Context: an optimization exercise on an open-source flow, tuned for a short achievable clock period and few clock cycles. The choices shown serve that exercise and are no tape-out recipe.
Only simulation tests tie the RTL to the original design; equivalence was not proved.
Power is estimated from default activity; no workload was simulated.

==> design.v <==
package rv32i_types;
typedef enum bit [6:0] {
    op_lui   = 7'b0110111,  
    op_auipc = 7'b0010111,  
    op_jal   = 7'b1101111,  
    op_jalr  = 7'b1100111,  
    op_br    = 7'b1100011,  
    op_load  = 7'b0000011,  
    op_store = 7'b0100011,  
    op_imm   = 7'b0010011,  
    op_reg   = 7'b0110011,  
    op_csr   = 7'b1110011   
} rv32i_opcode;
typedef enum bit [2:0] {
    beq  = 3'b000,
    bne  = 3'b001,
    blt  = 3'b100,
    bge  = 3'b101,
    bltu = 3'b110,
    bgeu = 3'b111
} branch_funct3_t;
typedef enum bit [2:0] {
    lb  = 3'b000,
    lh  = 3'b001,
    lw  = 3'b010,
    lbu = 3'b100,
    lhu = 3'b101
} load_funct3_t;
typedef enum bit [2:0] {
    sb = 3'b000,
    sh = 3'b001,
    sw = 3'b010
} store_funct3_t;
typedef enum bit [2:0] {
    add  = 3'b000,  
    sll  = 3'b001,
    slt  = 3'b010,
    sltu = 3'b011,
    axor = 3'b100,
    sr   = 3'b101,  
    aor  = 3'b110,
    aand = 3'b111
} arith_funct3_t;
typedef enum bit [2:0] {
    alu_add = 3'b000,
    alu_sll = 3'b001,
    alu_sra = 3'b010,
    alu_sub = 3'b011,
    alu_xor = 3'b100,
    alu_srl = 3'b101,
    alu_or  = 3'b110,
    alu_and = 3'b111
} alu_ops;
typedef logic [31:0] rv32i_word;
typedef logic [4:0] rv32i_reg;
typedef logic [3:0] rv32i_mem_wmask;
typedef struct packed {
    rv32i_word curr_pc;
    rv32i_word pc_plus4;
    rv32i_opcode opcode;
	 logic [2:0] funct3;
    alu_ops aluop;
    branch_funct3_t cmpop;
    logic [2:0] regfilemux_sel;
    logic alumux1_sel;
    logic [2:0] alumux2_sel;
    logic marmux_sel;
    logic [2:0] mdrmux_sel;
    logic cmpmux_sel;
	logic [1:0] pc_branch_jump_sel;
    logic load_regfile;
    logic mem_read;
    logic mem_write;
    logic [2:0] mem_byte_enable;
    logic [4:0] source_reg1;
    logic [4:0] source_reg2;
    logic [4:0] dest_reg;
} rv32i_ctrl_word;
endpackage : rv32i_types
module alu
(
    input rv32i_types::alu_ops aluop,
    input [31:0] a, b,
    output logic [31:0] f
);
always_comb
begin
    case (aluop)
        rv32i_types::alu_add:  f = a + b;
        rv32i_types::alu_sll:  f = a << b[4:0];
        rv32i_types::alu_sra:  f = $signed(a) >>> b[4:0];
        rv32i_types::alu_sub:  f = a - b;
        rv32i_types::alu_xor:  f = a ^ b;
        rv32i_types::alu_srl:  f = a >> b[4:0];
        rv32i_types::alu_or:   f = a | b;
        rv32i_types::alu_and:  f = a & b;
    endcase
end
endmodule
module cmp
(
	input logic[2:0] cmpop,
	input logic[31:0] a, b,
	output logic cmp_out
);
logic eq_bit, lt_bit, ltu_bit, cmpinternalmux_out;
always_comb
begin
	eq_bit = (a==b);
	lt_bit = ($signed(a)<$signed(b));
	ltu_bit = (a<b);
end
mux4 #(.width(1)) cmpinternalmux
(
	.sel(cmpop[2:1]),
	.a  (eq_bit),
	.b  (1'b0),  
	.c  (lt_bit),
	.d  (ltu_bit),
	.f  (cmpinternalmux_out)
);
assign cmp_out = cmpinternalmux_out ^ cmpop[0];
endmodule
module mux2 #(parameter width = 32)
(
	input sel,
	input [width-1:0] a,b,
	output logic [width-1:0] f
);
always_comb
begin
	if(sel == 0)
		f = a;
	else
		f = b;
end
endmodule
module mux4 #(parameter width = 32)
(
	input logic[1:0] sel,
	input logic[width-1:0] a,b,c,d,
	output logic[width-1:0] f
);
always_comb
begin
	case(sel)
		0 : f = a;
		1 : f = b;
		2 : f = c;
		3 : f = d;
	endcase  
end
endmodule
module mux8 #(parameter width = 32)
(
	input logic[2:0] sel,
	input logic[width-1:0] a,b,c,d,e,f,g,h,
	output logic[width-1:0] res
);
always_comb
begin
	case(sel)
		0: res = a;
		1: res = b;
		2: res = c;
		3: res = d;
		4: res = e;
		5: res = f;
		6: res = g;
		7: res = h;
	endcase
end
endmodule
module zext #(parameter width = 32)
(
	input logic in,
	output logic [width-1:0] out
);
assign out = {{(width-1){1'b0}}, in};
endmodule
module zext_32 #(parameter in_width = 16)
(
	input logic[in_width-1 :0] in,
	output logic[31:0] out
);
assign out = {{(32-in_width){1'b0}}, in};
endmodule
module register #(parameter width = 32)
(
    input clk,
    input rst,
    input load,
	input flush,
    input [width-1:0] in,
    output logic [width-1:0] out
);
logic [width-1:0] data;
always_ff @(posedge clk)
begin
	if (rst | flush)
	begin
		data <= 0;
	end
    else if (load)
    begin
        data <= in;
    end
	else 
	begin
		 ;
	end
end
always_comb
begin
    out = flush ? {width{1'b0}} : data;
end
endmodule
module control_reg
(
	input logic clk,
	input logic rst,
	input logic load,
    input logic flush,
	input rv32i_types::rv32i_ctrl_word in,
	output rv32i_types::rv32i_ctrl_word out
);
rv32i_types::rv32i_ctrl_word data;
always_ff @(posedge clk)
begin
    if(rst | flush)
        data <= 0;
	else if(load)
		data <= in;
	else  ;
end
always_comb
begin
    out = flush ? rv32i_types::rv32i_ctrl_word'(0) : data;
end
endmodule 
module ir
(
    input clk,
    input rst,
	input flush,
    input load,
    input [31:0] in,
    output [2:0] funct3,
    output [6:0] funct7,
    output rv32i_types::rv32i_opcode opcode,
    output [31:0] i_imm,
    output [31:0] s_imm,
    output [31:0] b_imm,
    output [31:0] u_imm,
    output [31:0] j_imm,
    output [4:0] rs1,
    output [4:0] rs2,
    output [4:0] rd
);
logic [31:0] data, q;
assign q = flush ? 32'h0 : data;
assign funct3 = q[14:12];
assign funct7 = q[31:25];
assign opcode = rv32i_types::rv32i_opcode'(q[6:0]);
assign i_imm = {{21{q[31]}}, q[30:20]};
assign s_imm = {{21{q[31]}}, q[30:25], q[11:7]};
assign b_imm = {{20{q[31]}}, q[7], q[30:25], q[11:8], 1'b0};
assign u_imm = {q[31:12], 12'h000};
assign j_imm = {{12{q[31]}}, q[19:12], q[20], q[30:21], 1'b0};
assign rs1 = q[19:15];
assign rs2 = q[24:20];
assign rd = q[11:7];
always_ff @(posedge clk)
begin
	if(rst | flush)
	begin
		data <= 0;
	end
    else if (load == 1)
    begin
        data <= in;
    end
	else 
	begin
		 ;
	end
end
endmodule
module pc_register #(parameter width = 32)
(
    input clk,
    input rst,
    input load,
    input [width-1:0] in,
    output logic [width-1:0] out
);
logic [width-1:0] data;
always_ff @(posedge clk)
begin
    if (rst)
    begin
        data <= 32'h00000060;
    end
    else if (load)
    begin
        data <= in;
    end
	else  ;
end
always_comb
begin
    out = data;
end
endmodule
module regfile
(
    input clk,
    input load,
    input [31:0] in,
    input [4:0] src_a, src_b, dest,
    output logic [31:0] reg_a, reg_b
);
logic [31:0] data [32]  ;
always_ff @(posedge clk)
begin
    if (load && dest)
    begin
        data[dest] <= in;
    end
	else
	begin
		 ;
	end
end
always_comb
begin
    reg_a = src_a ? data[src_a] : 0;
    reg_b = src_b ? data[src_b] : 0;
end
endmodule
module fetch_latch
(
	input logic clk,
	input logic rst,
	input logic flush,
	input logic latch_enable,
	input rv32i_types::rv32i_word pc_plus4_in,
	input rv32i_types::rv32i_word pc_in, 
	output rv32i_types::rv32i_word curr_pc_out,
	output rv32i_types::rv32i_word pc_plus4_out,
	input rv32i_types::rv32i_word i_rdata,
	output [2:0] funct3,
    output [6:0] funct7,
    output rv32i_types::rv32i_opcode opcode,
    output [31:0] i_imm,
    output [31:0] s_imm,
    output [31:0] b_imm,
    output [31:0] u_imm,
    output [31:0] j_imm,
    output [4:0] rs1,
    output [4:0] rs2,
    output [4:0] rd 
);
logic load_ir;
logic load_pc;
logic load_pcp4;
assign load_ir = latch_enable;
assign load_pc = latch_enable;
assign load_pcp4 = latch_enable;
register PC_Plus4
(
	.clk  (clk),
	.rst  (rst),
	.flush(flush),
	.load (load_pcp4),
	.in   (pc_plus4_in),
	.out  (pc_plus4_out)
);
register PC
(
	.clk  (clk),
	.rst  (rst),
	.flush(flush),
	.load (load_pc),
	.in   (pc_in),
	.out  (curr_pc_out)
);
ir IR
(
	.clk   (clk),
	.rst  (rst),
	.flush (flush),
	.load  (load_ir),
	.in    (i_rdata),
	.funct3(funct3),
	.funct7(funct7),
	.opcode(opcode),
	.i_imm (i_imm),
	.s_imm (s_imm),
	.b_imm (b_imm),
	.u_imm (u_imm),
	.j_imm (j_imm),
	.rs1   (rs1),
	.rs2   (rs2),
	.rd    (rd)
);
endmodule 
module decode_latch
(
	input logic clk,
	input logic rst,
				latch_enable,
                flush,
	input rv32i_types::rv32i_word rs1_data,
					 rs2_data,
	input rv32i_types::rv32i_word i_imm,
					 b_imm,
					 u_imm,
					 j_imm,
					 s_imm,
	input rv32i_types::rv32i_ctrl_word ctrl_word,
	output rv32i_types::rv32i_ctrl_word ctrl_word_out,
	output rv32i_types::rv32i_word rs1_data_out,
					  rs2_data_out,
	output rv32i_types::rv32i_word i_imm_out,
					  b_imm_out,
					  u_imm_out,
					  j_imm_out,
					  s_imm_out
);
register I_imm
(
	.clk  (clk),
	.rst  (rst),
	.flush(flush),
	.load (latch_enable),
	.in   (i_imm),
	.out  (i_imm_out)
);
register B_imm
(
	.clk (clk),
	.rst  (rst),
	.flush(flush),
	.load(latch_enable),
	.in  (b_imm),
	.out (b_imm_out)
);
register U_imm
(
	.clk (clk),
	.rst  (rst),
	.flush(flush),
	.load(latch_enable),
	.in  (u_imm),
	.out (u_imm_out)
);
register J_imm
(
	.clk (clk),
	.rst  (rst),
	.flush(flush),
	.load(latch_enable),
	.in  (j_imm),
	.out (j_imm_out)
);
register S_imm
(
	.clk (clk),
	.rst  (rst),
	.flush(flush),
	.load(latch_enable),
	.in  (s_imm),
	.out (s_imm_out)
);
register RS1_data
(
	.clk (clk),
	.rst  (rst),
	.flush(flush),
	.load(latch_enable),
	.in  (rs1_data),
	.out (rs1_data_out)
);
register RS2_data
(
	.clk (clk),
	.rst  (rst),
	.flush(flush),
	.load(latch_enable),
	.in  (rs2_data),
	.out (rs2_data_out)
);
control_reg ctrl_reg
(
	.clk (clk),
	.rst  (rst),
	.load(latch_enable),
    .flush(flush),
	.in  (ctrl_word),
	.out (ctrl_word_out)
);
endmodule 
module exec_latch
(
	input logic clk,
	input logic rst,
				latch_enable,
                flush,
	input rv32i_types::rv32i_word rs2_data,
					 alu_data,
	input logic [2:0] control_sel_br_en, 
	input rv32i_types::rv32i_word u_imm,
	input rv32i_types::rv32i_ctrl_word ctrl_word,
	output rv32i_types::rv32i_ctrl_word ctrl_word_out,
	output rv32i_types::rv32i_word rs2_data_out,
	output rv32i_types::rv32i_word u_imm_out,
	output rv32i_types::rv32i_word alu_data_out,
	output logic [2:0] control_sel_br_en_out
);
register RS2_data
(
	.clk (clk),
	.rst  (rst),
	.flush(1'b0),
	.load(latch_enable),
	.in  (rs2_data),
	.out (rs2_data_out)
);
register ALU_data
(
	.clk (clk),
	.rst  (rst),
	.flush(1'b0),
	.load(latch_enable),
	.in  (alu_data),
	.out (alu_data_out)
);
register U_imm
(
	.clk (clk),
	.rst  (rst),
	.flush(1'b0),
	.load(latch_enable),
	.in  (u_imm),
	.out (u_imm_out)
);
register #(3) Control_sel_br_en
(
	.clk (clk),
	.rst  (rst),
	.flush(1'b0),
	.load(latch_enable),
	.in  (control_sel_br_en),
	.out (control_sel_br_en_out)
);
control_reg ctrl_reg
(
	.clk (clk),
	.rst  (rst),
	.load(latch_enable),
    .flush(flush),
	.in  (ctrl_word),
	.out (ctrl_word_out)
);
endmodule
module mem_latch
(
	input logic clk,
	input logic rst,
	input logic latch_enable,
	input rv32i_types::rv32i_ctrl_word ctrl_word,
	input rv32i_types::rv32i_word mdr_in,
					 u_imm,
					 br_en_zext,
					 alu_data,
	output rv32i_types::rv32i_word mdr_out,
					  u_imm_out,
					  br_en_zext_out,
					  alu_data_out,
	output rv32i_types::rv32i_ctrl_word ctrl_word_out
);
register U_imm
(
	.clk (clk),
	.rst  (rst),
	.flush(1'b0),
	.load(latch_enable),
	.in  (u_imm),
	.out (u_imm_out)
);
register BR_en_zext
(
	.clk (clk),
	.rst  (rst),
	.flush(1'b0),
	.load(latch_enable),
	.in  (br_en_zext),
	.out (br_en_zext_out)
);
register mdr
(
	.clk (clk),
	.rst  (rst),
	.flush(1'b0),
	.load(latch_enable),
	.in  (mdr_in),
	.out (mdr_out)
);
control_reg ctrl_reg
(
	.clk (clk),
	.rst  (rst),
	.load(latch_enable),
    .flush(1'b0),
	.in  (ctrl_word),
	.out (ctrl_word_out)
);
register ALU_data
(
	.clk (clk),
	.rst  (rst),
	.flush(1'b0),
	.load(latch_enable),
	.in  (alu_data),
	.out (alu_data_out)
);
endmodule 
module staller
(
    input logic exec_regld,
                mem_regld,
					 decode_regld,
    input logic [4:0] decode_rs1,
                      decode_rs2,
							 fetch_rs1,
							 fetch_rs2,
                      exec_rd,
                      mem_rd,
							 decode_rd,
    input rv32i_types::rv32i_opcode fetch_opcode,
					   decode_opcode,
					   exec_opcode,
                       mem_opcode,
	input logic[2:0] exec_funct3,
					 mem_funct3,
    input logic [31:0] exec_alu_out,
					   exec_zext_br_en_out,
					   exec_u_imm_out,
                       mem_alu_out,
					   mem_zext_br_en_out,
                       mem_rdata_out,
					   mem_u_imm_out,
    output logic rs2_fwd_sel,
                 rs1_fwd_sel,
                 hazard_stall_signal,
					  regwr_hazard_signal,
    output logic [31:0] rs1_data_forward,
                        rs2_data_forward
);
always_comb begin
hazard_stall_signal = 1'b1;
regwr_hazard_signal = 1'b1;
rs1_fwd_sel = 1'b0;
rs2_fwd_sel = 1'b0;
rs1_data_forward = 32'b0;
rs2_data_forward = 32'b0;
	if ((fetch_rs1 == mem_rd) 
	    & ((fetch_rs1 != exec_rd) | !exec_regld)
		& ((fetch_rs1 != decode_rd) | !decode_regld)
		& mem_rd != 5'd0 & mem_regld == 1'b1)
	begin
		 regwr_hazard_signal = 0;
	end
	else  ;
	if ((fetch_rs2 == mem_rd) 
	    & ((fetch_rs2 != exec_rd) | !exec_regld)
		& ((fetch_rs2 != decode_rd) | !decode_regld)
		& mem_rd != 5'd0 & mem_regld == 1'b1 & fetch_opcode != rv32i_types::op_imm)
	begin	
		regwr_hazard_signal = 0;
	end
	else  ;
	if (((fetch_rs1 == exec_rd & fetch_rs2 == decode_rd) |
	    (fetch_rs1 == decode_rd & fetch_rs2 == exec_rd)) 
		& (decode_rd != exec_rd) & exec_regld & decode_regld 
		& decode_opcode == rv32i_types::op_load & exec_rd != 5'b0)
	begin
		regwr_hazard_signal = 0;
	end
	else  ;
    if (exec_opcode == rv32i_types::op_load & (decode_rs1 == exec_rd | decode_rs2 == exec_rd ) & exec_rd != 5'd0)
        hazard_stall_signal = 0;
	else  ;
    if (exec_regld & decode_rs1 == exec_rd & exec_rd != 5'd0 
		& ((exec_opcode == rv32i_types::op_imm & exec_funct3 != 3'b010 & exec_funct3 != 3'b011)
		| (exec_opcode == rv32i_types::op_reg & exec_funct3 != 3'b010 & exec_funct3 != 3'b011)
        | exec_opcode == rv32i_types::op_auipc)) 
	begin
        rs1_data_forward = exec_alu_out;
        rs1_fwd_sel = 1;
    end
	else  ;
    if (exec_regld & decode_rs1 == exec_rd & exec_rd != 5'd0 & exec_opcode == rv32i_types::op_lui) 
	begin
        rs1_data_forward = exec_u_imm_out;
        rs1_fwd_sel = 1;
    end
	else  ;
    if (exec_regld & decode_rs2 == exec_rd & exec_rd != 5'd0
		& ((exec_opcode == rv32i_types::op_imm & exec_funct3 != 3'b010 & exec_funct3 != 3'b011)
		| (exec_opcode == rv32i_types::op_reg & exec_funct3 != 3'b010 & exec_funct3 != 3'b011)
        | exec_opcode == rv32i_types::op_lui | exec_opcode == rv32i_types::op_auipc) 
		& decode_opcode != rv32i_types::op_imm) 
	begin
        rs2_data_forward = exec_alu_out;
        rs2_fwd_sel = 1;
    end
	else  ;
    if (exec_regld & decode_rs2 == exec_rd & exec_rd != 5'd0 & exec_opcode == rv32i_types::op_lui & decode_opcode != rv32i_types::op_imm) 
	begin
        rs2_data_forward = exec_u_imm_out;
        rs2_fwd_sel = 1;
	end
	else  ;
    if (exec_regld & decode_rs1 == exec_rd & exec_rd != 5'd0 
		& ((exec_opcode == rv32i_types::op_imm & (exec_funct3 == 3'b010 | exec_funct3 == 3'b011))
		| (exec_opcode == rv32i_types::op_reg & (exec_funct3 == 3'b010 | exec_funct3 == 3'b011)))) 
	begin
        rs1_data_forward = exec_zext_br_en_out;
        rs1_fwd_sel = 1;
    end
	else  ;
    if (exec_regld & decode_rs2 == exec_rd & exec_rd != 5'd0 
		& ((exec_opcode == rv32i_types::op_imm & (exec_funct3 == 3'b010 | exec_funct3 == 3'b011))
		| (exec_opcode == rv32i_types::op_reg & (exec_funct3 == 3'b010 | exec_funct3 == 3'b011)))
		& decode_opcode != rv32i_types::op_imm) 
	begin
        rs2_data_forward = exec_zext_br_en_out;
        rs2_fwd_sel = 1;
    end
	else  ;
    if (mem_regld & decode_rs1 == mem_rd & mem_rd != 5'd0 & (mem_opcode == rv32i_types::op_load | mem_opcode == rv32i_types::op_store)
        & (decode_rs1 != exec_rd | ~exec_regld)) 
	begin
        rs1_data_forward = mem_rdata_out;
        rs1_fwd_sel = 1;
    end
	else  ;
    if (mem_regld & decode_rs2 == mem_rd & mem_rd != 5'd0 & (mem_opcode == rv32i_types::op_load | mem_opcode == rv32i_types::op_store)
        & (decode_rs2 != exec_rd | ~exec_regld)) 
	begin
        rs2_data_forward = mem_rdata_out;
        rs2_fwd_sel = 1;
    end
	else  ;
    if (mem_regld & decode_rs1 == mem_rd & mem_rd != 5'd0 
		& ((mem_opcode == rv32i_types::op_imm & mem_funct3 != 3'b010 & mem_funct3 != 3'b011) 
		| (mem_opcode == rv32i_types::op_reg & mem_funct3 != 3'b010 & mem_funct3 != 3'b011)
        | mem_opcode == rv32i_types::op_lui | mem_opcode == rv32i_types::op_auipc) 
		& (decode_rs1 != exec_rd | ~exec_regld)) 
	begin
        rs1_data_forward = mem_alu_out;
        rs1_fwd_sel = 1;
    end
	else  ;
    if (mem_regld & decode_rs1 == mem_rd & mem_rd != 5'd0 & mem_opcode == rv32i_types::op_lui 
		& (decode_rs1 != exec_rd | ~exec_regld)) 
	begin
        rs1_data_forward = mem_u_imm_out;
        rs1_fwd_sel = 1;
    end
	else  ;
    if (mem_regld & decode_rs2 == mem_rd & mem_rd != 5'd0 
		& ((mem_opcode == rv32i_types::op_imm & mem_funct3 != 3'b010 & mem_funct3 != 3'b011) 
		| (mem_opcode == rv32i_types::op_reg & mem_funct3 != 3'b010 & mem_funct3 != 3'b011)
        | mem_opcode == rv32i_types::op_lui | mem_opcode == rv32i_types::op_auipc) 
		& (decode_rs2 != exec_rd | ~exec_regld) & decode_opcode != rv32i_types::op_imm) 
	begin
        rs2_data_forward = mem_alu_out;
        rs2_fwd_sel = 1;
    end
	else  ;
    if (mem_regld & decode_rs2 == mem_rd & mem_rd != 5'd0 & mem_opcode == rv32i_types::op_lui 
		& (decode_rs2 != exec_rd | ~exec_regld) & decode_opcode != rv32i_types::op_imm) 
	begin
        rs2_data_forward = mem_u_imm_out;
        rs2_fwd_sel = 1;
    end
	else  ;
    if (mem_regld & decode_rs1 == mem_rd & mem_rd != 5'd0 
		& ((mem_opcode == rv32i_types::op_imm & (mem_funct3 == 3'b010 | mem_funct3 == 3'b011))
		| (mem_opcode == rv32i_types::op_reg & (mem_funct3 == 3'b010 | mem_funct3 == 3'b011)))
		& (decode_rs1 != exec_rd | ~exec_regld)) 
	begin
        rs1_data_forward = mem_zext_br_en_out;
        rs1_fwd_sel = 1;
    end
	else  ;
    if (mem_regld & decode_rs2 == mem_rd & mem_rd != 5'd0 
		& ((mem_opcode == rv32i_types::op_imm & (mem_funct3 == 3'b010 | mem_funct3 == 3'b011))
		| (mem_opcode == rv32i_types::op_reg & (mem_funct3 == 3'b010 | mem_funct3 == 3'b011)))
		& (decode_rs2 != exec_rd | ~exec_regld) & decode_opcode != rv32i_types::op_imm) 
	begin
        rs2_data_forward = mem_zext_br_en_out;
        rs2_fwd_sel = 1;
    end
	else  ;
end
endmodule
module control_rom
(
	input rv32i_types::rv32i_opcode opcode,
	input logic[2:0] funct3,
	input logic[6:0] funct7,
	input logic[4:0] src_reg1,
					 src_reg2,
					 dest_reg,
	input rv32i_types::rv32i_word curr_pc,
					 pc_plus4,
	output rv32i_types::rv32i_ctrl_word ctrl_word
);
always_comb
begin
	ctrl_word.curr_pc = curr_pc;
    ctrl_word.pc_plus4 = pc_plus4;
    ctrl_word.opcode = opcode;
	 ctrl_word.funct3 = funct3;
    ctrl_word.aluop = rv32i_types::alu_ops'(funct3);
    ctrl_word.cmpop = rv32i_types::branch_funct3_t'(funct3);
    ctrl_word.regfilemux_sel = 3'b0;
    ctrl_word.alumux1_sel = 1'b0;
    ctrl_word.alumux2_sel = 3'b0;
    ctrl_word.marmux_sel = 1'b0;
    ctrl_word.mdrmux_sel = 3'b0;
    ctrl_word.cmpmux_sel = 1'b0;
	 ctrl_word.pc_branch_jump_sel = 2'b00;
    ctrl_word.load_regfile = 1'b0;
    ctrl_word.mem_read = 1'b0;
    ctrl_word.mem_write = 1'b0;
    ctrl_word.mem_byte_enable = 2'b00;
    ctrl_word.source_reg1 = src_reg1;
    ctrl_word.source_reg2 = src_reg2;
    ctrl_word.dest_reg = dest_reg;
    case(opcode)
    	rv32i_types::op_auipc :
    		begin
    			ctrl_word.load_regfile = 1'b1;
    			ctrl_word.alumux1_sel = 1'b1;
    			ctrl_word.alumux2_sel = 3'b001;
    			ctrl_word.aluop = rv32i_types::alu_add;
				ctrl_word.source_reg1 = 5'h0;
				ctrl_word.source_reg2 = 5'h0;
    		end
    	rv32i_types::op_lui :
    		begin 
    			ctrl_word.load_regfile = 1'b1;
    			ctrl_word.regfilemux_sel = 3'd2;
				ctrl_word.source_reg1 = 5'h0;
				ctrl_word.source_reg2 = 5'h0;
    		end
    	rv32i_types::op_imm :
    		begin
    			if(funct3 == 3'b010)  
    			begin : SLTI
    				ctrl_word.load_regfile = 1'b1;
    				ctrl_word.cmpop = rv32i_types::branch_funct3_t'(rv32i_types::blt);
    				ctrl_word.regfilemux_sel = 3'b001;
    				ctrl_word.cmpmux_sel = 1'b1;
					ctrl_word.source_reg2 = 5'h0;
    			end
    			else if(funct3 == 3'b011)  
    			begin : SLTIU
    				ctrl_word.load_regfile = 1'b1;
    				ctrl_word.cmpop = rv32i_types::branch_funct3_t'(rv32i_types::bltu);
    				ctrl_word.regfilemux_sel = 3'b001;
    				ctrl_word.cmpmux_sel = 1'b1;
					ctrl_word.source_reg2 = 5'h0;
    			end
    			else if ((funct3 == 3'b101) &&(funct7[5] == 1'b1))  
    			begin : SRAI
    				ctrl_word.load_regfile = 1'b1;
    				ctrl_word.aluop = rv32i_types::alu_sra; 
					ctrl_word.source_reg2 = 5'h0;
    			end
    			else  
    			begin : OTHER_IMM
    				ctrl_word.load_regfile = 1'b1;
    				ctrl_word.aluop = rv32i_types::alu_ops'(funct3);
					ctrl_word.source_reg2 = 5'h0;
    			end
    		end
    	rv32i_types::op_reg :
    		begin
    			if((funct3 == 3'b000) && (funct7[5] == 1'b1))  
    			begin : SUB
    				ctrl_word.load_regfile = 1'b1;
    				ctrl_word.alumux2_sel = 3'd5;
    				ctrl_word.aluop = rv32i_types::alu_sub;
    			end
    			else if((funct3 == 3'b101) && (funct7[5] == 1'b1))  
    			begin : SRA
    				ctrl_word.load_regfile = 1'b1;
    				ctrl_word.alumux2_sel = 3'd5;
    				ctrl_word.aluop = rv32i_types::alu_sra;
    			end
    			else if(funct3 == 3'b010)  
    			begin : SLT
    				ctrl_word.load_regfile = 1'b1;
    				ctrl_word.cmpop = rv32i_types::branch_funct3_t'(rv32i_types::blt);
    				ctrl_word.regfilemux_sel = 3'b001;
    			end
    			else if(funct3 == 3'b011)  
    			begin : SLTU
    				ctrl_word.load_regfile = 1'b1;
    				ctrl_word.cmpop = rv32i_types::branch_funct3_t'(rv32i_types::bltu);
    				ctrl_word.regfilemux_sel = 3'b001;
    			end
    			else  
    			begin : OTHER_REG
    				ctrl_word.load_regfile = 1'b1;
    				ctrl_word.alumux2_sel = 3'd5;
    				ctrl_word.aluop = rv32i_types::alu_ops'(funct3);
    			end
    		end
    	rv32i_types::op_load :
    		begin
				if(funct3 == rv32i_types::load_funct3_t'(rv32i_types::lw))  
				begin : LW
					ctrl_word.aluop = rv32i_types::alu_add;
					ctrl_word.marmux_sel = 1'b1;
					ctrl_word.mem_read = 1'b1;
					ctrl_word.regfilemux_sel = 3'd3;
					ctrl_word.load_regfile = 1'b1;
				end
				else if(funct3 == rv32i_types::load_funct3_t'(rv32i_types::lh))  
				begin : LH
					ctrl_word.aluop = rv32i_types::alu_add;
					ctrl_word.marmux_sel = 1'b1;
					ctrl_word.mem_read = 1'b1;
					ctrl_word.regfilemux_sel = 3'd3;
					ctrl_word.load_regfile = 1'b1;
					ctrl_word.mdrmux_sel = 3'd1;
				end
            else if(funct3 == rv32i_types::load_funct3_t'(rv32i_types::lhu))  
				begin : LHU
					ctrl_word.aluop = rv32i_types::alu_add;
					ctrl_word.marmux_sel = 1'b1;
					ctrl_word.mem_read = 1'b1;
					ctrl_word.regfilemux_sel = 3'd3;
					ctrl_word.load_regfile = 1'b1;
					ctrl_word.mdrmux_sel = 3'd2;
				end
            else if(funct3 == rv32i_types::load_funct3_t'(rv32i_types::lb))  
				begin : LB
					ctrl_word.aluop = rv32i_types::alu_add;
					ctrl_word.marmux_sel = 1'b1;
					ctrl_word.mem_read = 1'b1;
					ctrl_word.regfilemux_sel = 3'd3;
					ctrl_word.load_regfile = 1'b1;
					ctrl_word.mdrmux_sel = 3'd3;
				end
            else 
				begin : LBU  
					ctrl_word.aluop = rv32i_types::alu_add;
					ctrl_word.marmux_sel = 1'b1;
					ctrl_word.mem_read = 1'b1;
					ctrl_word.regfilemux_sel = 3'd3;
					ctrl_word.load_regfile = 1'b1;
					ctrl_word.mdrmux_sel = 3'd4;
				end
    		end
    	rv32i_types::op_store :
    		begin
				if(funct3 == rv32i_types::store_funct3_t'(rv32i_types::sw))  
            begin : SW
					ctrl_word.aluop = rv32i_types::alu_add;
					ctrl_word.marmux_sel = 1'b1;
					ctrl_word.alumux2_sel = 3'd3;
					ctrl_word.mem_write = 1'b1;
					ctrl_word.mem_byte_enable = 2'b00;
				end
            else if(funct3 == rv32i_types::store_funct3_t'(rv32i_types::sh))  
            begin : SH
					ctrl_word.aluop = rv32i_types::alu_add;
					ctrl_word.marmux_sel = 1'b1;
					ctrl_word.alumux2_sel = 3'd3;
					ctrl_word.mem_write = 1'b1;
					ctrl_word.mem_byte_enable = 2'b01;
				end
            else  
            begin : SB
					ctrl_word.aluop = rv32i_types::alu_add;
					ctrl_word.marmux_sel = 1'b1;
					ctrl_word.alumux2_sel = 3'd3;
					ctrl_word.mem_write = 1'b1;
					ctrl_word.mem_byte_enable = 2'b10;
				end	
    		end
    	rv32i_types::op_br : 
    		begin
				ctrl_word.pc_branch_jump_sel = 2'b11;
    			ctrl_word.alumux1_sel = 1'b1;
    			ctrl_word.alumux2_sel = 3'd2;
    			ctrl_word.aluop = rv32i_types::alu_add;
				ctrl_word.dest_reg = 5'h0;
    		end
    	rv32i_types::op_jal : 
    		begin
    			ctrl_word.alumux1_sel = 1'b1;
    			ctrl_word.alumux2_sel = 3'd4;
    			ctrl_word.pc_branch_jump_sel = 2'b01;
    			ctrl_word.load_regfile = 1'b1;
    			ctrl_word.aluop = rv32i_types::alu_add;
    			ctrl_word.regfilemux_sel = 3'd4;
				ctrl_word.source_reg1 = 5'h0;
				ctrl_word.source_reg2 = 5'h0;
    		end
    	rv32i_types::op_jalr : 
    		begin
    			ctrl_word.pc_branch_jump_sel = 2'd2;
    			ctrl_word.load_regfile = 1'b1;
    			ctrl_word.aluop = rv32i_types::alu_add;
    			ctrl_word.regfilemux_sel = 3'd4;
				ctrl_word.source_reg2 = 5'h0;
    		end
    	default : 
    			begin
    				ctrl_word = 0;
    			end
    endcase
end
endmodule  
module cpu_datapath
(
	input logic clk,
	input logic rst,
	input logic mem_resp_i,
				mem_resp_d,
	input logic [31:0] mem_rdata_i,
					   mem_rdata_d,
	output logic mem_read_i,
				 mem_read_d,
				 mem_write_i,
				 mem_write_d,
	output logic [3:0] mem_byte_enable_i,
					   mem_byte_enable_d,
	output logic [31:0] mem_wdata_i,
					    mem_wdata_d,
						mem_address_i,
						mem_address_d
);
rv32i_types::rv32i_word alumux1_out, alumux2_out, regfilemux_out, cmpmux_out, marmux_out, alu_out, mdrmux_out, br_en_zext_out;
logic cmp_out,exec_br_en_out, reserved_addr_space;
logic latch_en, fetch_latch_en, decode_latch_en, exec_latch_en, mem_latch_en;
logic flush_fetch, flush_decode, flush_exec;
logic [2:0] exec_control_sel_br_en_out, execbubbleflushmux_out;
logic[2:0] funct3;
logic[6:0] funct7;
logic [1:0] pcmux_sel, alignment;
logic [31:0] rs2_data;
logic [31:0] rs1_data_forward, rs2_data_forward, fwdrs1mux_out, fwdrs2mux_out;
logic fwd_rs1_mux_sel, fwd_rs2_mux_sel;
rv32i_types::rv32i_word reg1_data_out, reg2_data_out, 
		   decode_rs1_data_out, decode_rs2_data_out,
		   exec_rs2_data_out, exec_alu_data_out,
		   mem_mdr_out, mem_br_en_zext_out, mem_alu_data_out;
rv32i_types::rv32i_word pc_out, pc_plus4, pcmux_out;
rv32i_types::rv32i_word fetch_curr_pc_out, fetch_pc_plus4_out;
rv32i_types::rv32i_word mem_rdata_d_lh, mem_rdata_d_lhu, mem_rdata_d_lb, mem_rdata_d_lbu;
rv32i_types::rv32i_opcode fetch_opcode;
rv32i_types::rv32i_ctrl_word decode_ctrl, decode_ctrl_out, exec_ctrl_out, mem_ctrl_out, execbubblemux_out, decodebubblemux_out;
logic[4:0] fetch_source_reg1, fetch_source_reg2, fetch_dest_reg;
rv32i_types::rv32i_word fetch_i_imm,fetch_j_imm, fetch_b_imm, fetch_s_imm, fetch_u_imm,
		   decode_i_imm, decode_j_imm, decode_b_imm, decode_s_imm, decode_u_imm,
		   decode_i_imm_out, decode_j_imm_out, decode_b_imm_out, decode_s_imm_out, decode_u_imm_out,
		   exec_u_imm_out,
		   mem_u_imm_out;
logic hazard_stall_signal, regwr_hazard_signal;
staller staller
(
	.decode_regld		(decode_ctrl_out.load_regfile),
    .exec_regld			(exec_ctrl_out.load_regfile),
    .mem_regld			(mem_ctrl_out.load_regfile),
    .decode_rs1			(decode_ctrl_out.source_reg1),
    .decode_rs2			(decode_ctrl_out.source_reg2),
	.fetch_rs1			(fetch_source_reg1),
	.fetch_rs2			(fetch_source_reg2),
	.decode_rd			(decode_ctrl_out.dest_reg),
    .exec_rd			(exec_ctrl_out.dest_reg),
    .mem_rd				(mem_ctrl_out.dest_reg),
	.fetch_opcode		(fetch_opcode),
	.decode_opcode		(decode_ctrl_out.opcode),
    .exec_opcode		(exec_ctrl_out.opcode),
    .mem_opcode			(mem_ctrl_out.opcode),
	.exec_funct3		(exec_ctrl_out.funct3),
	.mem_funct3			(mem_ctrl_out.funct3),
    .exec_alu_out		(exec_alu_data_out),
	.exec_zext_br_en_out(br_en_zext_out),
	.exec_u_imm_out		(exec_u_imm_out),
    .mem_alu_out		(mem_alu_data_out),
	.mem_zext_br_en_out(mem_br_en_zext_out),
    .mem_rdata_out		(mem_mdr_out),
	.mem_u_imm_out		(mem_u_imm_out),
    .rs2_fwd_sel		(fwd_rs2_mux_sel),
    .rs1_fwd_sel		(fwd_rs1_mux_sel),
    .hazard_stall_signal(hazard_stall_signal),
	.regwr_hazard_signal(regwr_hazard_signal),
    .rs1_data_forward	(rs1_data_forward),
    .rs2_data_forward	(rs2_data_forward)
);
assign mem_read_d = exec_ctrl_out.mem_read;  
assign mem_write_d = exec_ctrl_out.mem_write;  
assign latch_en = ~((mem_read_d | mem_write_d) & ~mem_resp_d);
assign fetch_latch_en = mem_resp_i & latch_en & hazard_stall_signal & regwr_hazard_signal;
assign pc_plus4 = pc_out + 4;
assign mem_address_i = pc_out;
assign mem_write_i = 1'b0;
assign mem_read_i = 1'b1;
assign mem_byte_enable_i = 4'b0000;
assign mem_wdata_i = 32'h0;
assign flush_fetch = (pcmux_sel != 2'b00);
mux4 pcmux
(
	.sel(pcmux_sel), 
	.a  (pc_plus4),
	.b  (exec_alu_data_out),  
	.c  ((exec_alu_data_out & 32'hFFFFFFFE)),  
	.d  (32'h0),
	.f  (pcmux_out)
);
mux4 #(.width(2)) pcmuxselmux 
(
	.sel(exec_control_sel_br_en_out[2:1]),
	.a(2'b00),
	.b(2'b01),
	.c(2'b10),
	.d({1'b0,exec_control_sel_br_en_out[0]}),
	.f(pcmux_sel)
);
pc_register PC
(
	.clk (clk),
	.rst (rst),
	.load(fetch_latch_en),
	.in  (pcmux_out),
	.out (pc_out)
);
fetch_latch REG_fetch
(
	.clk         (clk),
	.rst (rst),
	.flush		 (flush_fetch),
	.latch_enable(fetch_latch_en),
	.pc_plus4_in (pc_plus4),
	.pc_in       (pc_out),
	.curr_pc_out (fetch_curr_pc_out),
	.pc_plus4_out(fetch_pc_plus4_out),
	.i_rdata     (mem_rdata_i),
	.funct3      (funct3),
	.funct7      (funct7),
	.opcode      (fetch_opcode),
	.i_imm       (fetch_i_imm),
	.s_imm       (fetch_s_imm),
	.b_imm       (fetch_b_imm),
	.u_imm       (fetch_u_imm),
	.j_imm       (fetch_j_imm),
	.rs1         (fetch_source_reg1),
	.rs2         (fetch_source_reg2),
	.rd          (fetch_dest_reg)
);
assign decode_latch_en = mem_resp_i & latch_en & hazard_stall_signal;
assign flush_decode = (pcmux_sel != 2'b00);
control_rom decode_block
(
	.opcode   (fetch_opcode),
	.funct3   (funct3),
	.funct7   (funct7),
	.src_reg1 (fetch_source_reg1),
	.src_reg2 (fetch_source_reg2),
	.dest_reg (fetch_dest_reg),
	.curr_pc  (fetch_curr_pc_out),
	.pc_plus4 (fetch_pc_plus4_out),
	.ctrl_word(decode_ctrl)
);
regfile Regfile
(
	.clk  (clk),
	.load (mem_ctrl_out.load_regfile), 
	.in   (regfilemux_out),
	.src_a(fetch_source_reg1),
	.src_b(fetch_source_reg2),
	.dest (mem_ctrl_out.dest_reg), 
	.reg_a(reg1_data_out),
	.reg_b(reg2_data_out)
);
mux2 #(.width($bits(decode_ctrl))) decodebubblemux
(
	.sel(regwr_hazard_signal),
	.a  (0),
	.b  (decode_ctrl),
	.f  (decodebubblemux_out)
);
decode_latch REG_decode
(
	.clk          (clk),
	.rst (rst),
	.latch_enable (decode_latch_en),
    .flush        (flush_decode),
	.rs1_data     (reg1_data_out),
	.rs2_data     (reg2_data_out),
	.i_imm        (fetch_i_imm),
	.b_imm        (fetch_b_imm),
	.u_imm        (fetch_u_imm),
	.j_imm        (fetch_j_imm),
	.s_imm        (fetch_s_imm),
	.ctrl_word    (decodebubblemux_out),
	.ctrl_word_out(decode_ctrl_out),
	.rs1_data_out (decode_rs1_data_out),
	.rs2_data_out (decode_rs2_data_out),
	.i_imm_out    (decode_i_imm_out),
	.b_imm_out    (decode_b_imm_out),
	.u_imm_out    (decode_u_imm_out),
	.j_imm_out    (decode_j_imm_out),
	.s_imm_out    (decode_s_imm_out)
);
assign exec_latch_en = mem_resp_i & latch_en;
assign flush_exec = 0;
mux2 fwdrs1mux
(
    .sel(fwd_rs1_mux_sel),
    .a  (decode_rs1_data_out),
    .b  (rs1_data_forward),
    .f  (fwdrs1mux_out)
);
mux2 fwdrs2mux
(
    .sel(fwd_rs2_mux_sel),
    .a  (decode_rs2_data_out),
    .b  (rs2_data_forward),
    .f  (fwdrs2mux_out)
);
mux2 alumux1
(
	.sel(decode_ctrl_out.alumux1_sel),
	.a  (fwdrs1mux_out),
	.b  (decode_ctrl_out.curr_pc),
	.f  (alumux1_out)
);
mux8 alumux2
(
	.sel(decode_ctrl_out.alumux2_sel),
	.a  (decode_i_imm_out),
	.b  (decode_u_imm_out),
	.c  (decode_b_imm_out),
	.d  (decode_s_imm_out),
	.e  (decode_j_imm_out),
	.f  (fwdrs2mux_out),
	.g  (32'h0),
	.h  (32'h0),
	.res(alumux2_out)
);
mux2 cmpmux
(
	.sel(decode_ctrl_out.cmpmux_sel),
	.a  (fwdrs2mux_out),
	.b  (decode_i_imm_out),
	.f  (cmpmux_out)
);
alu ALU
(
	.aluop(decode_ctrl_out.aluop),
	.a    (alumux1_out),
	.b    (alumux2_out),
	.f    (alu_out)
);
cmp CMP
(
	.cmpop  (decode_ctrl_out.cmpop),
	.a      (fwdrs1mux_out),
	.b      (cmpmux_out),
	.cmp_out(cmp_out)
);
mux2 #(.width($bits(decode_ctrl))) execbubblemux
(
	.sel(hazard_stall_signal),
	.a  (0),
	.b  (decode_ctrl_out),
	.f  (execbubblemux_out)
);
mux2 #(3) execbubbleflushmux
(
	.sel(hazard_stall_signal),
	.a	(3'b000),
	.b	({decode_ctrl_out.pc_branch_jump_sel, cmp_out}),
	.f	(execbubbleflushmux_out)
);
exec_latch REG_exec
(
	.clk          (clk),
	.rst (rst),
	.latch_enable (exec_latch_en),
    .flush        (flush_exec),
	.rs2_data     (fwdrs2mux_out),
	.alu_data     (alu_out),
	.control_sel_br_en        (execbubbleflushmux_out),
	.u_imm        (decode_u_imm_out),
	.ctrl_word    (execbubblemux_out),
	.ctrl_word_out(exec_ctrl_out),
	.rs2_data_out (exec_rs2_data_out),
	.u_imm_out    (exec_u_imm_out),
	.alu_data_out (exec_alu_data_out),
	.control_sel_br_en_out	  (exec_control_sel_br_en_out)
);
assign mem_latch_en = mem_resp_i & latch_en;  
assign mem_wdata_d = exec_rs2_data_out;
assign mem_byte_enable_d = exec_ctrl_out.mem_byte_enable;  
assign alignment = mem_address_d[1:0];
mux2 marmux
(
	.sel(exec_ctrl_out.marmux_sel),
	.a  (exec_ctrl_out.curr_pc),
	.b  (exec_alu_data_out),
	.f  (mem_address_d)
);
mux2 lh_align_mux
(
	.sel(alignment != 0),
	.a	({{16{mem_rdata_d[15]}}, mem_rdata_d[15:0]}),
	.b	({{16{mem_rdata_d[31]}}, mem_rdata_d[31:16]}),
	.f	(mem_rdata_d_lh)
);
mux2 lhu_align_mux
(
	.sel(alignment != 0),
	.a	({{16{1'b0}}, mem_rdata_d[15:0]}),
	.b	({{16{1'b0}}, mem_rdata_d[31:16]}),
	.f	(mem_rdata_d_lhu)
);
mux4 lb_align_mux
(
	.sel(alignment),
	.a	({{24{mem_rdata_d[7]}}, mem_rdata_d[7:0]}),
	.b	({{24{mem_rdata_d[15]}}, mem_rdata_d[15:8]}),
	.c	({{24{mem_rdata_d[23]}}, mem_rdata_d[23:16]}),
	.d	({{24{mem_rdata_d[31]}}, mem_rdata_d[31:24]}),
	.f	(mem_rdata_d_lb)
);
mux4 lbu_align_mux
(
	.sel(alignment),
	.a	({{24{1'b0}}, mem_rdata_d[7:0]}),
	.b	({{24{1'b0}}, mem_rdata_d[15:8]}),
	.c	({{24{1'b0}}, mem_rdata_d[23:16]}),
	.d	({{24{1'b0}}, mem_rdata_d[31:24]}),
	.f	(mem_rdata_d_lbu)
);
mux8 mdrmux 
(
	.sel(exec_ctrl_out.mdrmux_sel),
	.a  (mem_rdata_d),
	.b	(mem_rdata_d_lh),
	.c  (mem_rdata_d_lhu),
	.d  (mem_rdata_d_lb),
	.e  (mem_rdata_d_lbu),
	.f  (32'h0),
	.g  (32'h0),
	.h  (32'h0),
	.res(mdrmux_out)
);
zext #(.width(32)) br_en_zext
(
	.in(exec_control_sel_br_en_out[0]),
	.out(br_en_zext_out)
);
mem_latch REG_mem
(
	.clk           (clk),
	.rst (rst),
	.latch_enable	(mem_latch_en),
	.ctrl_word     (exec_ctrl_out),
	.mdr_in        (mdrmux_out),
	.u_imm         (exec_u_imm_out),
	.alu_data      (exec_alu_data_out),
	.br_en_zext    (br_en_zext_out),
	.mdr_out       (mem_mdr_out),
	.u_imm_out     (mem_u_imm_out),
	.br_en_zext_out(mem_br_en_zext_out),
	.alu_data_out  (mem_alu_data_out),
	.ctrl_word_out (mem_ctrl_out)
);
mux8 regfilemux
(
	.sel(mem_ctrl_out.regfilemux_sel),
	.a  (mem_alu_data_out),
	.b  (mem_br_en_zext_out),
	.c  (mem_u_imm_out),
	.d  (mem_mdr_out),
	.e  (mem_ctrl_out.pc_plus4),
	.f  (32'h0),
	.g  (32'h0),
	.h  (32'h0),
	.res(regfilemux_out)
);
endmodule
==> run.sh <==
#!/bin/bash
# synth_recipe.tcl (not shown) runs the flow's synth.tcl, then flattens the netlist and writes it again
# the make line also repeats each setting of config.mk as NAME=value (left out here)
make -C /OpenROAD-flow-scripts/flow DESIGN_CONFIG=/design/flow/config.mk WORK_HOME=/design/flow/orfs CLKGATE_MAP_FILE= SYNTH_SCRIPT=/design/flow/synth_recipe.tcl finish
==> config.mk <==
export PLATFORM = sky130hd
export DESIGN_NAME = cpu_datapath
export DESIGN_NICKNAME = cpu_datapath
export VERILOG_FILES = /design/flow/design.v
export SDC_FILE = /design/flow/constraint.sdc
export NUM_CORES = 4
export LEC_CHECK = 0
export CAP_MARGIN = 20
export CORE_MARGIN = 2
export CORE_UTILIZATION = 40
export SLEW_MARGIN = 20
==> constraint.sdc <==
create_clock -name core_clock -period 9.0 [get_ports {clk}]
set_input_delay 1.8000 -clock core_clock [delete_from_list [all_inputs] [get_ports {clk}]]
set_output_delay 1.8000 -clock core_clock [all_outputs]
set_load 0.01 [all_outputs]
==> metrics.md <==
| Metric | Value |
|---|---|
| Status | `no timing/DRC/antenna violations` |
| Vias in the first global route | `77804` |
| Sequential fraction of the synthesis area | `between 40% and 50%` |
| Crit-path max FO | `28` |
| CTS resizes | `0` |
| Fin area | `103000 sq um` |
| Drt first pass iters | `9` |
| Clock sink total | `1660` |
| Drc violations | `0` |
| Setup TNS | `0 ps` |
| Grt ovf | `0` |
| Pint | `13400 uW` |
| Unrepaired setup endpoints after global routing | `false` |
| Initial antenna violation count | `21` |
| Longest Clk Path Bufs | `3` |
| CTS tree | `yes` |
| Synth unique cells | `113` |
| Dominant synthesized flop cell | `edfxtp_1` |
| Vias | `82712` |
| Static leakage | `0.0359 uW` |
| Clk latency of the worst-skew pair | `890 ps` |
| Post-DP Area | `between 90000 and 100000 sq um` |
| Crit path arrival time | `9180 ps` |
| Final setup fails | `0` |
| Total wire length | `approximately 440 mm` |
| Critical Path End Type | `flip-flop` |
| Root buffer cell | `clkbuf_16` |
| Final period util | `between 90% and 100%` |
| Min-Delay Path Class | `flip-flop to flip-flop` |
| P_sw | `5270 uW` |
| Fill cells | `21076` |
| Setup Fix Bufs, Post-CTS | `0` |
| Starting Density | `between 40% and 50%` |
| Synth Warn # | `19` |
| CTS buffer count | `between 150 and 200` |
| Final nets | `9354` |
| Ports | `208` |
| Die W | `approximately 480 um` |
| Worst EP required | `a little under 10000 ps` |
| Flop pwr share | `44.8%` |
| Fmax | `around 120 MHz` |
| Synth Cell Area | `~91000 sq um` |
| First-pass GRT wire length | `605 mm` |
| Yosys reg bits | `1660` |
| DRT iter0 DRCs | `roughly 12000` |
| Rows | `174` |
| Total GRT Usage | `36.6%` |
| Maxcap violations | `0` |
| Pin count of the biggest net entering global routing | `145` |
| HPWL after detailed placement | `288 mm` |
| Area share of the largest cell type after synthesis | `33.8%` |
| Fin. max-slew vios | `0` |
| Final Critical Period | `8420 ps` |
| Share of cells above drive strength 1 | `10.3%` |
| Cell Pwr Density | `between 150 and 200 nW/um^2` |
| WS Path Type | `flip-flop to flip-flop` |
| Synth-to-Final Area Change | `13.0%` |
| # port buffers | `167` |
| Endpoints failing hold | `0` |
| Area contributors post-synth | `edfxtp_1 (34%), dfxtp_1 (14%), mux2i_1 (9.3%)` |
| Core footprint | `225000 sq um` |
| CTS clock-pin slew for the worst setup and hold paths | `70 ps` |
| Clock Power Share | `42.2%` |
| Max IR drop VDD | `around 0.17 mV` |
| Vias per cell | `6.71` |
| Syn Inst Count | `9285` |
| FFs w/ async S/R, synth | `0%` |
| Synthesized area per cell | `between 9 and 10 sq um` |
| Relative slew slack | `15.6%` |
| Die Y | `481 um` |
| Setup crit start kind | `flip-flop` |
| Final instance count without filler cells | `about 12000` |
| # H-tree levels | `4` |
| DRT antenna net count | `0` |
| Final Skew | `80.2 ps` |
| Combinational Power Share | `between 10% and 20%` |
| Avg WL per Cell | `35.7 um` |
| Post-synth EDFFs | `1024` |
| Measured slew at the worst slew-check pin | `1260 ps` |
| DP Cell Count | `11962` |
| Routability cong. | `between 1 and 1.5` |
| Switching share of total power | `28.2%` |
| Cts hold-fix bufs | `0` |
| Post-synth top area cell | `edfxtp_1` |
| Die area | `231000 sq um` |
[power groups by stage]
| stage | clock [uW] | sequential (uW) | combinational (uW) |
|---|---|---|---|
| final | 7880 | 8370 | 2430 |
| after global routing | 8220 | 8360 | 2520 |
| after CTS | 7920 | 8350 | 2350 |
| after detailed placement | 0 | 8520 | 2340 |
| after global placement | 0 | 8520 | 2330 |
| after floorplan | 0 | 8420 | 1400 |
[cell usage after synthesis, types with 54 or more instances]
library cell	count
a221oi_1	133
buf_1	105
nor3_1	179
nand3_1	226
a21o_1	60
mux2i_1	843
mux2_2	126
a211oi_1	142
buf_4	57
a221o_1	145
a22oi_1	244
xnor2_1	101
nor2_1	1077
o221ai_1	176
and3_1	83
nand2_1	771
a21oi_1	914
o22ai_1	90
clkbuf_1	677
dfxtp_1	636
inv_1	115
or3_1	77
o311ai_0	63
edfxtp_1	1024
o211ai_1	62
a31oi_1	54
ha_1	130
o21ai_0	282
[final cells by class]
class                           count  area, sq um  share of cell area, %
Sequential cell                  1660        43500                   42.4
Clock buffer                      241         5040                   4.91
Multi-Input combinational cell   6691        44300                   43.1
Inverter                          123          463                  0.451
Antenna cell                       14         35.0                 0.0341
Tap cell                         2992         3740                   3.65
Clock inverter                    101         1210                   1.18
Timing Repair Buffer              498         4360                   4.25
[worst paths after layout]
path | slack [ps] | endpoint | depth (start not counted) | from
setup reg to reg | 580 | REG_exec.ALU_data.data[31] | 26 | REG_exec.Control_sel_br_en.data[1]
setup / recovery | 580 | REG_exec.ALU_data.data[31] | 26 | REG_exec.Control_sel_br_en.data[1]
hold reg to reg | 450 | REG_mem.ctrl_reg.data[33] | 2 | REG_exec.ctrl_reg.data[33]
hold / removal | 450 | REG_mem.ctrl_reg.data[33] | 2 | REG_exec.ctrl_reg.data[33]
[cell families (layout without fill, tap and decap cells)]
group,Yosys count,in the layout,share of synthesized area [%]
AOI/OAI and AO/OA,2749,2749,20.7
and+or+nand+nor,2633,2633,12.7
DFF,1660,1660,47.9
buffers and inverters,1004,963,4.47
muxes,982,982,11.2
adders and majority gates,132,132,1.82
xor gates and xnor gates,123,123,1.19
other,2,86,0.00827
[layout by cell type, fill, tap and decap left out, types with 145 or more instances in the layout]
cell / count
a21oi_1: 913
a221o_1: 145
a22oi_1: 244
buf_4: 315
clkbuf_16: 185
clkdlybuf4s50_1: 166
dfxtp_1: 628
edfxtp_1: 1024
mux2i_1: 842
nand2_1: 757
nand3_1: 224
nor2_1: 1017
nor3_1: 173
o21ai_0: 266
o221ai_1: 176
[per-layer routing]
metal  track usage [%]  vias up  share of wire [%]
li1                  -    34882                  -
met1              46.6    41078                 38
met2              56.1     5429                 44
met3              7.92     1307                 10
met4              24.0       16                7.6
met5             0.394        -              0.048
[critical path, stage by stage, from the launching register on]
cell and delay [ps]:
dfxtp_1 710, and3b_4 630, o211ai_1 200, a211oi_4 490, nand4_4 470, buf_4 420
a31oi_1 360, nor2_1 140, a211oi_4 360, nand3_1 360, or3_1 630, nand2_1 140
xnor2_1 90, ha_1 400, a21o_1 140, a21o_1 150, a31o_2 120, o311a_1 230
o2111ai_1 220, a311oi_1 450, a221o_1 260, nand2_1 110, o31a_1 280, o21ai_0 330
and3_1 240, mux2i_1 100, a311oi_1 270
[registers in the layout, summed over array words and instances, names as in the netlist, 32 cells and up]
register                  flops
PC.data                      32
REG_decode.RS1_data.data     32
REG_decode.RS2_data.data     32
REG_decode.ctrl_reg.data    111
REG_exec.ALU_data.data       32
REG_exec.RS2_data.data       32
REG_exec.ctrl_reg.data       89
REG_fetch.IR.data            32
REG_fetch.PC.data            32
REG_mem.ALU_data.data        32
REG_mem.ctrl_reg.data        50
REG_mem.mdr.data             32
Regfile.data               1024
[per-stage QoR]
step                      total power [uW]  hold WS [ps]  utilization [%]  setup WS [ps]
after floorplan                       9810           432                -           2080
after global placement               10900           442             42.7            789
after detailed placement             10900           441             42.7            768
after CTS                            18600           447             45.5            743
after global routing                 19100           464             45.5           98.0
final                                18700           453             45.6            582
Testbench counts, summed over its fixed seeds: cycles 141,862.

==> afterwards: timing with drivers on the ports <==
The flow's constraints put no driver on any port. The routed layout listed below was extracted and timed again, unchanged, in two steps.
Step 1 sets driving cells, clkbuf_16 on the clock port and buf_2 on the other inputs (assumed; they add their load-dependent delay and slew).
Step 2 adds t to the input delays and takes it off the output delays; t is the mean of the earliest and latest rising clock arrival at the registers after step 1. Input paths then give back, and output paths get back, about the clock's delay inside the block.
a / b / c = ideal / step 1 / step 2; a / b = the first two.
shift t [ns]: 0.946
setup slack, ns: 0.582 / 0.582 / 0.582
slew at the worst register clock pin (ns): 0.09 / 0.09
pins driven straight from the clock port: 1
After both steps setup and hold are still met in this run. For this run, drivers alone change the setup slack by 0.000 ns; drivers and shift together by 0.000 ns.
